Background: an optimization exercise with open tools, aiming at small area. Do not read the settings as production practice. Only simulation tests tie the RTL to the original design; equivalence was not proved. No activity file was given, so power comes from the tool's default toggle rates.

<file path="flow/run.sh">
#!/bin/bash
# Own layout flow: the standard ORFS flow (standard.sh) with
#  - the combinational logic mapped by whichever ABC script in flow/abc/,
#    with or without Yosys's adder extraction, gives the smallest cell area
#    while its netlist has at least 0.3 ns of setup slack before layout
#    (flip-flops are mapped by Yosys exactly as in the standard synthesis,
#    so their names and cell types are unchanged),
#  - extra settings from flow/env.sh (port buffer cell, clock tree options,
#    area recovery),
#  - timing repair aiming at a negative setup margin first (see below).
# ORFS logs each tool under orfs/logs/; make's output of each synthesis try
# goes to try_<script>.log and of the layout to flow_make*.log; the choices
# are logged in choose.log.
set -euo pipefail
W=$PWD
rm -rf "$W/myscripts"
cp -r "$FLOW_HOME/scripts" "$W/myscripts"
python3 - "$W/myscripts/synth_preamble.tcl" <<'PY'
import sys
p = sys.argv[1]
s = open(p).read()
key = "# Create argument list for stat"
assert key in s
s = s.replace(key, "if { [info exists ::env(MY_ABC_SCRIPT)] } {\n  set abc_script $::env(MY_ABC_SCRIPT)\n}\n" + key, 1)
open(p, "w").write(s)
PY
export SCRIPTS_DIR="$W/myscripts"
if [[ -f "$W/flow/env.sh" ]]; then
  source "$W/flow/env.sh"
fi
RES="$W/orfs/results/$FLOW_PLATFORM/money/base"
REP="$W/orfs/reports/$FLOW_PLATFORM/money/base"
PLAT="$FLOW_HOME/platforms/$FLOW_PLATFORM"
LIB="$PLAT/lib/sky130_fd_sc_hd__tt_025C_1v80.lib"
: > "$W/choose.log"
# Each ABC script is tried with Yosys's full-adder extraction (std) and
# without it (noadd, ADDER_MAP_FILE empty).
for s in "$W"/flow/abc/*.script; do
 for mode in std noadd; do
  name=$(basename "$s" .script)_$mode
  if [[ $mode == noadd ]]; then extra=(ADDER_MAP_FILE=); else extra=(); fi
  rm -rf "$W/orfs"
  if ! MY_ABC_SCRIPT="$s" timeout 600 bash "$W/standard.sh" "${extra[@]}" synth > "$W/try_$name.log" 2>&1; then
    echo "$name failed" >> "$W/choose.log"
    continue
  fi
  area=$(grep "Chip area" "$REP/synth_stat.txt" | awk '{print $NF}')
  cat > "$W/sta_$name.tcl" <<EOT
read_lef $PLAT/lef/sky130_fd_sc_hd.tlef
read_lef $PLAT/lef/sky130_fd_sc_hd_merged.lef
read_liberty $LIB
read_verilog $RES/1_2_yosys.v
link_design $FLOW_TOP
read_sdc $FLOW_SDC
set_driving_cell -lib_cell sky130_fd_sc_hd__buf_1 [delete_from_list [all_inputs] [get_ports CLK]]
report_worst_slack -max -digits 3
EOT
  slack=$(openroad -no_init -exit "$W/sta_$name.tcl" 2>&1 | tee "$W/sta_$name.log" | awk '/^worst slack max/ {print $4}' || true)
  echo "$name $area $slack" >> "$W/choose.log"
 done
done
best=$(python3 - "$W/choose.log" <<'PY'
import sys
rows = []
for line in open(sys.argv[1]):
    f = line.split()
    if len(f) == 3:
        try:
            rows.append((f[0], float(f[1]), float(f[2])))
        except ValueError:
            pass
ok = [r for r in rows if r[2] >= 0.3]
if ok:
    print(min(ok, key=lambda r: (r[1], r[0]))[0])
else:
    print(max(rows, key=lambda r: (r[2], -r[1]))[0])
PY
)
echo "chosen $best" >> "$W/choose.log"
export MY_ABC_SCRIPT="$W/flow/abc/${best%_*}.script"
if [[ ${best##*_} == noadd ]]; then extra=(ADDER_MAP_FILE=); else extra=(); fi
# Timing repair during the layout works from estimated parasitics that are
# pessimistic here, so it first aims below zero slack and only aims higher if
# ORFS's final report (extracted parasitics) shows too little slack left.
for m in -0.4 -0.3 -0.2 -0.1 0; do
  rm -rf "$W/orfs" "$W/out/final.def"
  bash "$W/standard.sh" "${extra[@]}" SETUP_SLACK_MARGIN=$m finish > "$W/flow_make_$m.log" 2>&1
  fslack=$(awk '/^worst slack max/ {print $4}' "$REP/6_finish.rpt" | head -1 || true)
  echo "setup margin $m: final worst slack by ORFS: $fslack" >> "$W/choose.log"
  if python3 -c "import sys; sys.exit(0 if float('${fslack:-x}') >= 0.2 else 1)" 2>/dev/null; then
    break
  fi
done
</file>
<file path="flow/abc/abc2.script">
strash
dch
map -a
</file>
<file path="flow/abc/abc6.script">
strash
dch
amap
</file>
<file path="flow/abc/s3.script">
strash
balance
rewrite
refactor
balance
rewrite
rewrite -z
balance
refactor -z
rewrite -z
balance
dch
map -a
</file>
<file path="flow/abc/s7.script">
strash
balance
rewrite
refactor
balance
rewrite
rewrite -z
balance
refactor -z
rewrite -z
balance
dch -f
map -a
strash
dch -f
map -a
</file>
<file path="flow/abc/s9.script">
strash
ifraig
balance
rewrite
refactor
balance
rewrite
rewrite -z
balance
refactor -z
rewrite -z
balance
dch -f
amap
</file>
<file path="flow/abc/t2.script">
strash
balance
rewrite
refactor
balance
rewrite
rewrite -z
balance
refactor -z
rewrite -z
balance
&get -n
&deepsyn -T 60
&put
dch -f
map -a
</file>
<file path="flow/abc/u1.script">
strash
balance
rewrite
refactor
balance
rewrite
rewrite -z
balance
refactor -z
rewrite -z
balance
dch -f
amap
</file>
<file path="flow/abc/u2.script">
strash
dch -f
amap
</file>
<file path="flow/abc/u5.script">
strash
ifraig
balance
rewrite
refactor
balance
rewrite
rewrite -z
balance
refactor -z
rewrite -z
balance
dch
amap
</file>
<file path="flow/abc/v1.script">
strash
balance
rewrite
refactor
balance
rewrite
rewrite -z
balance
refactor -z
rewrite -z
balance
dch -f
amap
</file>
<file path="flow/abc/v2.script">
strash
dc2
dch -f
amap
</file>
<file path="flow/abc/v7.script">
strash
balance
rewrite
refactor
balance
rewrite
rewrite -z
balance
refactor -z
rewrite -z
balance
dch -f
map -a
amap
</file>
<file path="flow/abc/w4.script">
strash
fraig
dch -f
amap
strash
dch -f
amap
strash
dch -f
amap
</file>
<file path="flow/abc/w6.script">
strash
fraig
strash
dch -f
amap
mfs
strash
dch -f
amap
mfs
strash
dch -f
amap
</file>
<file path="flow/abc/x1.script">
strash
fraig
strash
dch -f
amap
mfs
strash
dch -f
amap
mfs
strash
dch -f
amap
mfs
strash
dch -f
amap
</file>
<file path="flow/env.sh">
export BUFFER_PORTS_ARGS="-buffer_cell sky130_fd_sc_hd__buf_1"
export CTS_ARGS="-sink_clustering_enable -repair_clock_nets -dont_use_dummy_load -buf_list sky130_fd_sc_hd__clkbuf_4 -root_buf sky130_fd_sc_hd__clkbuf_4 -sink_clustering_size 20 -sink_clustering_max_diameter 100"
export RECOVER_POWER=100
</file>
<file path="standard.sh">
#!/bin/bash
# synth_recipe.tcl (not shown) runs the flow's synth.tcl, then flattens the netlist and writes it again
# the make line also repeats each setting of config.mk as NAME=value (left out here)
make -C /OpenROAD-flow-scripts/flow DESIGN_CONFIG=/design/flow/config.mk WORK_HOME=/design/flow/orfs CLKGATE_MAP_FILE= SYNTH_SCRIPT=/design/flow/synth_recipe.tcl "${@:-finish}"
</file>
<file path="config.mk">
export PLATFORM = sky130hd
export DESIGN_NAME = money
export DESIGN_NICKNAME = money
export VERILOG_FILES = /design/flow/design.v
export SDC_FILE = /design/flow/constraint.sdc
export NUM_CORES = 4
export LEC_CHECK = 0
export CAP_MARGIN = 20
export CORE_MARGIN = 2
export CORE_UTILIZATION = 40
export GPL_TIMING_DRIVEN = 0
export SLEW_MARGIN = 20
</file>
<file path="constraint.sdc">
create_clock -name core_clock -period 5.0 [get_ports {CLK}]
set_input_delay 1.0000 -clock core_clock [delete_from_list [all_inputs] [get_ports {CLK}]]
set_output_delay 1.0000 -clock core_clock [all_outputs]
set_load 0.01 [all_outputs]
</file>
<file path="design.v">
module money(reset,CLK, M0, M1, M2, M3, M4, M5, ti , wi, ci, B1, B2, B3, C1, C2, C3, C4, rr, out, To, Wo, Co, Bo, C, so, RRo);
input reset;
input CLK;
input M0;
input M1;
input M2;
input M3;
input M4;
input M5;
input ti;
input wi;
input ci;
input B1;
input B2;
input B3;
input C1;
input C2;
input C3;
input C4;
input rr;
output reg [7:0]out;
output To;
output Wo;
output Co;
output [2:0]Bo;
output [3:0]C;
output [9:0]so;
output reg [2:0]RRo;
reg [9:0] d;
reg [9:0] z;
reg s;
reg [1:0] n;
assign {C, Bo, Co, Wo, To} = d;
assign so = z & {10{s}};
wire card = M4 | M5;
wire coin = ~card & (M0 | M1 | M2 | M3);
wire hi   = out[7] | out[6];
wire ge50 = hi | (out[5] & out[4] & (out[3] | out[2] | out[1]));
wire m32  = hi | out[5];
wire ge30 = m32 | (out[4] & out[3] & out[2] & out[1]);
wire ge25 = m32 | (out[4] & out[3] & (out[2] | out[1] | out[0]));
wire ge20 = m32 | (out[4] & (out[3] | out[2]));
wire m16  = m32 | out[4];
wire ge10 = m16 | (out[3] & (out[2] | out[1]));
wire m8   = m16 | out[3];
wire ge7  = m8 | (out[2] & out[1] & out[0]);
wire ge5  = m8 | (out[2] & (out[1] | out[0]));
wire [9:0] req = {C4, C3, C2, C1, B3, B2, B1, ci, wi, ti};
wire [9:0] afford = card ? 10'h3ff : {ge50, ge25, ge10, ge30, ge25, ge20, ge10, ge7, ge20, ge5};
wire open = ~(n[1] & ~n[0]);
wire [9:0] elig = req & afford;
reg [9:0] first;
reg seen;
integer i;
always @* begin
	seen = 1'b0;
	for (i = 0; i < 10; i = i + 1) begin
		first[i] = elig[i] & ~seen;
		seen = seen | elig[i];
	end
end
wire scan = ~rr & ~coin & open;
wire hit_zero = |(first & z);
wire sell = scan & seen & ~hit_zero;
wire [9:0] g = first & ~z & {10{~rr & ~coin & ~card & open}};
wire r20 = rr & ge20;
wire r10 = rr & ~ge20 & ge10;
wire r5  = rr & ~ge10 & ge5;
wire ge2  = m8 | out[2] | out[1];
wire r2  = rr & ~ge5 & ge2;
wire r1  = rr & ~ge2 & out[0];
wire c10 = ~rr & coin & M0;
wire c1  = ~rr & coin & ~M0 & M1;
wire c2  = ~rr & coin & ~M0 & ~M1 & M2;
wire c5  = ~rr & coin & ~M0 & ~M1 & ~M2;
wire [7:0] sub_v = ({8{g[0] | r5}} & 8'd5) | ({8{g[1] | g[4] | r20}} & 8'd20) |
                   ({8{g[2]}} & 8'd7) | ({8{g[3] | g[7] | r10}} & 8'd10) |
                   ({8{g[5] | g[8]}} & 8'd25) | ({8{g[6]}} & 8'd30) |
                   ({8{g[9]}} & 8'd50) | ({8{r2}} & 8'd2) | ({8{r1}} & 8'd1);
wire [7:0] add_clr = ({8{c10}} & ~8'd9) | ({8{c1}} & ~8'd0) | ({8{c2}} & ~8'd1) | ({8{c5}} & ~8'd4);
wire [7:0] k = ~(sub_v | add_clr);
wire [2:0] rro_n = rr ? {r5 | r1, r20 | r2, r10 | r2 | r1} : RRo;
always @(posedge CLK) begin
	if (reset) begin
		out <= 8'd0;
		RRo <= 3'd0;
		d <= 10'd0;
		z <= 10'd0;
		s <= 1'b0;
		n <= 2'd0;
	end else begin
		out <= out + k + 8'd1;
		RRo <= rro_n;
		if (sell) begin
			d <= d | first;
			z <= z | (first & d);
			n <= {n[0], ~n[1]};
		end
		if (scan & hit_zero) s <= 1'b1;
	end
end
endmodule
</file>
==> results_tabular.tex, run 1 <==
\begin{tabular}{lr}
\hline
Metric & Value \\
\hline
\multicolumn{2}{l}{\textbf{Finish}} \\
Register area & 681 um2 \\
Final nets & 339 \\
Ratio of cells with drive above 1 in the final layout & 0.0252 \\
Filler cell count in the final layout & 472 \\
Area of the multi-input gates & 988 um2 \\
Number of diodes added for antenna fixing & 0 \\
Design area & 2070 um2 \\
Area Growth Syn to Fin & 16.7\% \\
\multicolumn{2}{l}{\textbf{Power and ir drop}} \\
Power density cells & 435 nW/um2 \\
Total chip power & 0.000902 W \\
Worst VDD drop & 0.280 mV \\
Leakage power & 0.676 nW \\
\multicolumn{2}{l}{\textbf{Synthesis}} \\
Register bit total from synthesis & 34 \\
Cell count after synthesis & 264 \\
Largest area contributor in the netlist & dfxtp\_1 \\
EDFF count, synth & 0 \\
Number of warning messages in the yosys log & 1 \\
Share of Yosys cell area claimed by the top area cell type & 0.383 \\
Sequential element share of the synthesized area & 0.383 \\
Share of cell area taken by muxes after synthesis & 0 \\
Dominant combinational cell family by area after synthesis & simple AND/OR/NAND/NOR gates \\
Cell area after synthesis & 1780 um2 \\
Post-synthesis share of cell area spent on xor and xnor gates & 0 \\
Dominant register cell in the synthesized netlist & dfxtp\_1 \\
Number of distinct library cells after synthesis & 30 \\
Compound-Gate Fraction of Synth Area & 0.243 \\
Total nets after synthesis & 283 \\
Fraction of synthesis flops using an asynchronous set or reset pin & 0 \\
Syn Area/Cell & 6.73 um2 \\
Synthesized-area fraction occupied by and/or/nand/nor cells & 0.308 \\
Most area-consuming cells after synthesis & dfxtp\_1, nor2\_1, a21oi\_1 \\
Post-synthesis adder-cell area fraction & 0 \\
\multicolumn{2}{l}{\textbf{Setup path}} \\
Crit-path max FO & 7 \\
Worst Setup End Kind & flop \\
Critical Path Start Type & flop \\
Type of the worst setup path & flop to flop \\
Arrival time at the worst endpoint & 5000 ps \\
Critical path data required time & 5250 ps \\
\multicolumn{2}{l}{\textbf{Global route}} \\
Number of antenna violations at the first check in global routing & 0 \\
Maximum number of pins on one net before global-route repair & 33 \\
Global-route wire length before repair & 7800 um \\
GR met2 Demand/Resource & 0.314 \\
Met3 layer usage reported by global route & 0.0442 \\
Overall routing resource usage & 0.196 \\
Remaining global-route overflow & 0 \\
Busiest layer in global routing & met2 \\
Met1 Use GR & 0.263 \\
Number of global-route vias before repair & 1,715 \\
\multicolumn{2}{l}{\textbf{Floorplanning}} \\
\# rows & 24 \\
Number of primary I/O pins & 50 \\
Core Footprint & 4320 um2 \\
Total Die Area & 4990 um2 \\
Die Width & 70.6 um \\
Initial Utilization & 0.411 \\
Die Y & 70.6 um \\
\multicolumn{2}{l}{\textbf{Timing}} \\
Part of the cycle the worst path needs & 0.951 \\
Highest Clock Rate & 210 MHz \\
Minimum hold slack & 466 ps \\
Final Skew & 9.94 ps \\
Setup-violating endpoint count in the final report & 0 \\
Final hold violation count & 0 \\
Pins Over Slew Limit & 0 \\
Slew at the pin closest to its max-slew limit & 828 ps \\
Final period demand of the worst path & 4750 ps \\
Worst slew margin relative to its limit & 0.433 \\
\multicolumn{2}{l}{\textbf{CTS}} \\
Root Driver & clkbuf\_4 \\
Post-cts repair resize count & 0 \\
Clock tree from TritonCTS & done \\
Clock-pin slew on the worst setup and hold paths & 90 ps \\
CTS H-Tree Depth & 2 \\
Number of hold-repair buffers added at the cts stage & 0 \\
Total clock sinks & 34 \\
Buffer levels on the longest clock path & 2 \\
Later-pin clock latency in the skew report & 330 ps \\
Number of buffers inserted during clock tree synthesis & 5 \\
Number of buffers inserted to repair setup after CTS & 0 \\
\multicolumn{2}{l}{\textbf{Drt}} \\
Initial DRC count & 115 \\
Aggregate routed wire length & 4640 um \\
Via count & 1,887 \\
Remaining number of nets flagged by the antenna check after routing & 0 \\
Detail-routed net length per standard cell & 12.5 um \\
Via/cell ratio & 5.10 \\
Detailed-router iteration count before antenna repair & 4 \\
Post-detailed-route DRC marker count & 0 \\
\multicolumn{2}{l}{\textbf{Placed design}} \\
Buffers added on ports & 49 \\
Placement-stage cell area & 2030 um2 \\
Final weighted congestion in routability-driven placement & 0.908 \\
Post-detailed-placement half-perimeter wirelength & 3700 um \\
\multicolumn{2}{l}{\textbf{Run}} \\
Maxcap violations & 0 \\
\multicolumn{2}{l}{\textbf{Hold path}} \\
Path category of the worst min-delay check & flop to flop \\
\multicolumn{2}{l}{\textbf{Status}} \\
Outcome & complete, no violations \\
\hline
\end{tabular}
[cell families (layout without fill, tap and decap cells)]
group	count (synthesis)	in the layout
AOI/OAI and AO/OA	72	72
buffers and inverters	31	85
DFF	34	34
and+or+nand+nor	127	127
[placed cells by master, fill, tap and decap left out, types with 2 or more instances in the layout]
master,n
clkbuf_4,5
o21ai_0,20
o22a_1,3
nand2_1,20
nand3_1,2
a31oi_1,7
or3_1,3
buf_1,48
a211oi_1,5
o211ai_1,2
nor3_1,8
o31ai_1,2
nand3b_1,2
nor2b_1,2
dfxtp_1,34
nor2_1,75
nand4_1,2
clkinv_1,31
a21oi_1,24
nand2b_1,5
or2_0,4
[power by group]
part	switching, W	internal [W]	total (W)
Combinational	0.000269	0.000138	0.000407
Sequential	0.0000500	0.000314	0.000364
Clock	0.0000840	0.0000469	0.000131
Total	0.000403	0.000499	0.000902
[per-layer routing]
metal | vias to the layer above | wire length (um)
met2 | 47 | 2100
li1 | 1016 | -
met5 | - | 0
met4 | 0 | 29
met3 | 2 | 257
met1 | 822 | 2250
[worst max-delay path, stage by stage, from the launching register on]
cell and delay, ps:
dfxtp_1 370, or3_1 410, nor2_1 140, clkinv_1 110, nor2_1 120, o21ai_0 210, o21ai_2 350, nand4_1 150
nand2b_1 180, nor2_1 210, nand3_1 140, nor3_2 350, a31oi_1 180, clkinv_1 90, nor3_1 80, nand2_1 80
o21ai_0 100, a21oi_1 200, a21oi_1 90, clkinv_1 90, nand2_1 50, a31oi_1 240, nand2_1 100, nand2_1 80
nand2_1 70, o221ai_1 210, nor2_1 80, a211oi_1 190
[cells in the mapped netlist, types with 3 or more instances]
library cell and instances:
o22a_1 3, a211oi_1 5, a21oi_1 24, nor3_1 9, nand2b_1 5, nor2_1 75
o21ai_0 21, nand2_1 20, or2_0 4, or3_1 3, clkinv_1 31, a31oi_1 7
dfxtp_1 34
[sequential cells by signal (all words and copies together), names as in the netlist]
register / flops
d: 10
RRo: 3
out: 8
n: 2
s: 1
z: 10
[through the flow]
step / utilization / setup WS, ps / setup TNS [ps] / cells
global route: 0.479 / -359 / -585 / 370
finish: 0.479 / 246 / 0 / 370
global placement: 0.468 / -257 / -375 / 365
CTS: 0.477 / -177 / -216 / 370
floorplan: - / 572 / 0 / 264
detailed placement: 0.469 / -275 / -432 / 365
[path summary, 6_finish.rpt]
kind,from,end,slack (ps),cells past startpoint
max reg2reg,out[6]$_SDFF_PP0_,out[7]$_SDFF_PP0_,250,27
min,d[9]$_SDFFE_PP0P_,d[9]$_SDFFE_PP0P_,470,2
max,out[6]$_SDFF_PP0_,out[7]$_SDFF_PP0_,250,27
min reg2reg,d[9]$_SDFFE_PP0P_,d[9]$_SDFFE_PP0P_,470,2
[area by class of cell]
class / instances / share of cell area
repair buffers: 49 / 0.0893
flip-flops and latches: 34 / 0.328
multi-input cells: 199 / 0.477
well taps: 52 / 0.0314
inverters: 31 / 0.0561
clock buffers: 5 / 0.0181
==> inputs of run 2 (changes only) <==
--- a/flow/run.sh
+++ b/flow/run.sh
@@ -3,5 +3,5 @@
 #  - the combinational logic mapped by whichever ABC script in flow/abc/,
 #    with or without Yosys's adder extraction, gives the smallest cell area
-#    while its netlist has at least 0.3 ns of setup slack before layout
+#    while its netlist has at least 0.1 ns of setup slack before layout
 #    (flip-flops are mapped by Yosys exactly as in the standard synthesis,
 #    so their names and cell types are unchanged),
@@ -70,5 +70,5 @@
         except ValueError:
             pass
-ok = [r for r in rows if r[2] >= 0.3]
+ok = [r for r in rows if r[2] >= 0.1]
 if ok:
     print(min(ok, key=lambda r: (r[1], r[0]))[0])
==> run 2 against run 1 <==
Clock skew is 16 ps higher; hold slack gained 15 ps; register-to-register slack improved by 40 ps; wire length grew 4.2%; worst setup slack better by 44 ps; clock power grew 5%; power grew 3.3%; area after synthesis decreased by 1.3%.
==> results_tabular.tex, run 2 <==
\begin{tabular}{lr}
\hline
Metric & Value \\
\hline
\multicolumn{2}{l}{\textbf{Drt}} \\
Detail-routed net length per standard cell & 13.3 um \\
Via/cell ratio & 5.14 \\
Aggregate routed wire length & 4830 um \\
Detailed-router iteration count before antenna repair & 4 \\
Post-detailed-route DRC marker count & 0 \\
Initial DRC count & 152 \\
Remaining number of nets flagged by the antenna check after routing & 0 \\
Via count & 1,871 \\
\multicolumn{2}{l}{\textbf{Synthesis}} \\
Fraction of synthesis flops using an asynchronous set or reset pin & 0 \\
Share of Yosys cell area claimed by the top area cell type & 0.388 \\
Most area-consuming cells after synthesis & dfxtp\_1, nor2\_1, a21oi\_1 \\
Most frequent cell after synthesis & nor2\_1 \\
Register bit total from synthesis & 34 \\
Syn Area/Cell & 6.87 um2 \\
Number of distinct library cells after synthesis & 31 \\
Top cells by count, synth & nor2\_1, dfxtp\_1, clkinv\_1, a21oi\_1, o21ai\_0 \\
Number of warning messages in the yosys log & 1 \\
Cell area after synthesis & 1750 um2 \\
Sequential element share of the synthesized area & 0.388 \\
Cell count after synthesis & 255 \\
EDFF count, synth & 0 \\
Largest area contributor in the netlist & dfxtp\_1 \\
Dominant register cell in the synthesized netlist & dfxtp\_1 \\
Total nets after synthesis & 274 \\
\multicolumn{2}{l}{\textbf{Power and ir drop}} \\
Power density cells & 444 nW/um2 \\
Leakage power & 0.667 nW \\
Worst VDD drop & 0.268 mV \\
Total chip power & 0.000932 W \\
\multicolumn{2}{l}{\textbf{Floorplanning}} \\
Number of primary I/O pins & 50 \\
Total Die Area & 4930 um2 \\
Die Y & 70.2 um \\
Core Footprint & 4290 um2 \\
Die Width & 70.2 um \\
\# rows & 24 \\
Initial Utilization & 0.408 \\
\multicolumn{2}{l}{\textbf{Setup path}} \\
Arrival time at the worst endpoint & 4950 ps \\
Type of the worst setup path & flop to flop \\
Crit-path max FO & 5 \\
Critical Path Start Type & flop \\
Worst Setup End Kind & flop \\
Most frequent cell on the critical path & nand2b\_1 \\
Critical path data required time & 5240 ps \\
Largest incremental delay on the critical path & 350 ps \\
CP max stage cell & dfxtp\_1 \\
\multicolumn{2}{l}{\textbf{Timing}} \\
Final hold violation count & 0 \\
Final period demand of the worst path & 4710 ps \\
Worst slew margin relative to its limit & 0.490 \\
Setup-violating endpoint count in the final report & 0 \\
Part of the cycle the worst path needs & 0.942 \\
Final Skew & 26.0 ps \\
Pins Over Slew Limit & 0 \\
Highest Clock Rate & 212 MHz \\
Minimum hold slack & 481 ps \\
Slew at the pin closest to its max-slew limit & 746 ps \\
\multicolumn{2}{l}{\textbf{CTS}} \\
Buffer levels on the longest clock path & 2 \\
Root Driver & clkbuf\_4 \\
Later-pin clock latency in the skew report & 340 ps \\
Clock-pin slew on the worst setup and hold paths & 110 ps \\
CTS H-Tree Depth & 2 \\
Clock tree from TritonCTS & done \\
Total clock sinks & 34 \\
Number of buffers inserted during clock tree synthesis & 5 \\
\multicolumn{2}{l}{\textbf{Global route}} \\
Remaining global-route overflow & 0 \\
Number of antenna violations at the first check in global routing & 0 \\
Maximum number of pins on one net before global-route repair & 35 \\
Global-route wire length before repair & 7910 um \\
Overall routing resource usage & 0.204 \\
Number of global-route vias before repair & 1,689 \\
\multicolumn{2}{l}{\textbf{Run}} \\
Maxcap violations & 0 \\
\multicolumn{2}{l}{\textbf{Finish}} \\
Filler cell count in the final layout & 463 \\
Final nets & 333 \\
Most frequent cells in the layout & nor2\_1, buf\_1, dfxtp\_1 \\
Area Growth Syn to Fin & 19.7\% \\
Registers with the most flip-flops & d: 10 flops, z: 10 flops, out: 8 flops \\
Number of diodes added for antenna fixing & 0 \\
Most common cell after layout, fill and taps aside & nor2\_1 \\
Ratio of cells with drive above 1 in the final layout & 0.0513 \\
Final design utilization & 0.489 \\
\multicolumn{2}{l}{\textbf{Status}} \\
Outcome & complete, no violations \\
\multicolumn{2}{l}{\textbf{Placed design}} \\
Final weighted congestion in routability-driven placement & 0.843 \\
Buffers added on ports & 49 \\
Post-detailed-placement half-perimeter wirelength & 3690 um \\
\multicolumn{2}{l}{\textbf{Hold path}} \\
Path category of the worst min-delay check & flop to flop \\
\hline
\end{tabular}
==> run 2: cells by family (layout without fill, tap and decap cells) <==
kind of cell | after synthesis | in the layout | synth area share
buffers and inverters | 28 | 85 | 0.0600
AOI/OAI and AO/OA | 70 | 70 | 0.243
DFF | 34 | 34 | 0.388
and+or+nand+nor | 123 | 123 | 0.308
==> run 2: final timing paths <==
kind                         endpoint  slack, ps                 from  cells past startpoint
setup reg to reg    out[6]$_SDFF_PP0_        290    out[6]$_SDFF_PP0_                     26
hold reg to reg   RRo[1]$_SDFFE_PP0P_        480  RRo[1]$_SDFFE_PP0P_                      2
setup / recovery    out[6]$_SDFF_PP0_        290    out[6]$_SDFF_PP0_                     26
hold / removal    RRo[1]$_SDFFE_PP0P_        480  RRo[1]$_SDFFE_PP0P_                      2
==> run 2: worst max-delay path, delay by kind of cell (launching register included) <==
| kind | cells | cell delay (ps) |
|---|---|---|
| flops | 1 | 350 |
| buf+inv | 2 | 190 |
| compound gates | 10 | 2000 |
| simple gates | 14 | 2070 |
==> run 2: per-layer routing <==
metal	up-vias	global-route usage	part of all wire
met1	817	0.281	0.50
met3	8	0.0361	0.042
met5	-	0	0
met2	41	0.317	0.45
met4	0	0.0769	0.016
li1	1005	-	-
==> run 2: final cells by class <==
cell class / instances / area, um2 / area share
Clock buffer: 5 / 37.5 / 0.0179
Timing Repair Buffer: 52 / 208 / 0.0990
Multi-Input combinational cell: 193 / 1000 / 0.478
Inverter: 28 / 105 / 0.0501
Sequential cell: 34 / 681 / 0.324
Tap cell: 52 / 65.1 / 0.0310
==> run 2: stage by stage <==
| stage | TNS (ps) | cells | worst slack (ps) | area (um2) |
|---|---|---|---|---|
| finish | 0 | 364 | 290 | 2100 |
| global route | -212 | 364 | -108 | 2100 |
| CTS | -120 | 361 | -85.8 | 2050 |
| detailed placement | -2530 | 356 | -822 | 2000 |
| global placement | -2500 | 356 | -788 | 2000 |
| floorplan | 0 | 255 | 154 | 1750 |
==> run 2: timing repair <==
action,4_1_cts,5_1_grt
gates resized for setup,4,13
pin swaps,0,2
buffers inserted,0,3
hold buffers,0,0
setup endpoints to repair,3,4
endpoints found under the hold margin,0,0
==> run 2: report_power, final <==
group / switching (W) / internal (W) / total [W]
registers: 0.0000512 / 0.000314 / 0.000365
logic: 0.000276 / 0.000153 / 0.000429
clock network: 0.0000909 / 0.0000470 / 0.000138
total: 0.000418 / 0.000514 / 0.000932

## re-timing with driven ports
How much do the figures lean on ideal ports? The routed layouts below were timed once more, with nothing changed but the port constraints.
Step 1 sets driving cells, clkbuf_16 on the clock port and buf_2 on the other inputs (assumed; they add their load-dependent delay and slew).
Step 2 times the ports against the registers' clock, not the clock port: input delays grow and output delays shrink by t, the midpoint of the rising clock arrivals with the driver on.
Slacks: ideal / step 1 / step 2; pairs: ideal / step 1.
run	shift t [ns]	setup slack, ns	hold WS [ns]	worst setup path at the end
run 1	0.353	0.246 / 0.246 / 0.057	0.466 / 0.466 / 0.466	input to register
run 2	0.355	0.290 / 0.290 / 0.043	0.481 / 0.481 / 0.481	input to register
After both steps setup and hold are still met in every run listed. For run 2, which loses most, drivers alone change the setup slack by 0.000 ns; drivers and shift together by -0.247 ns.
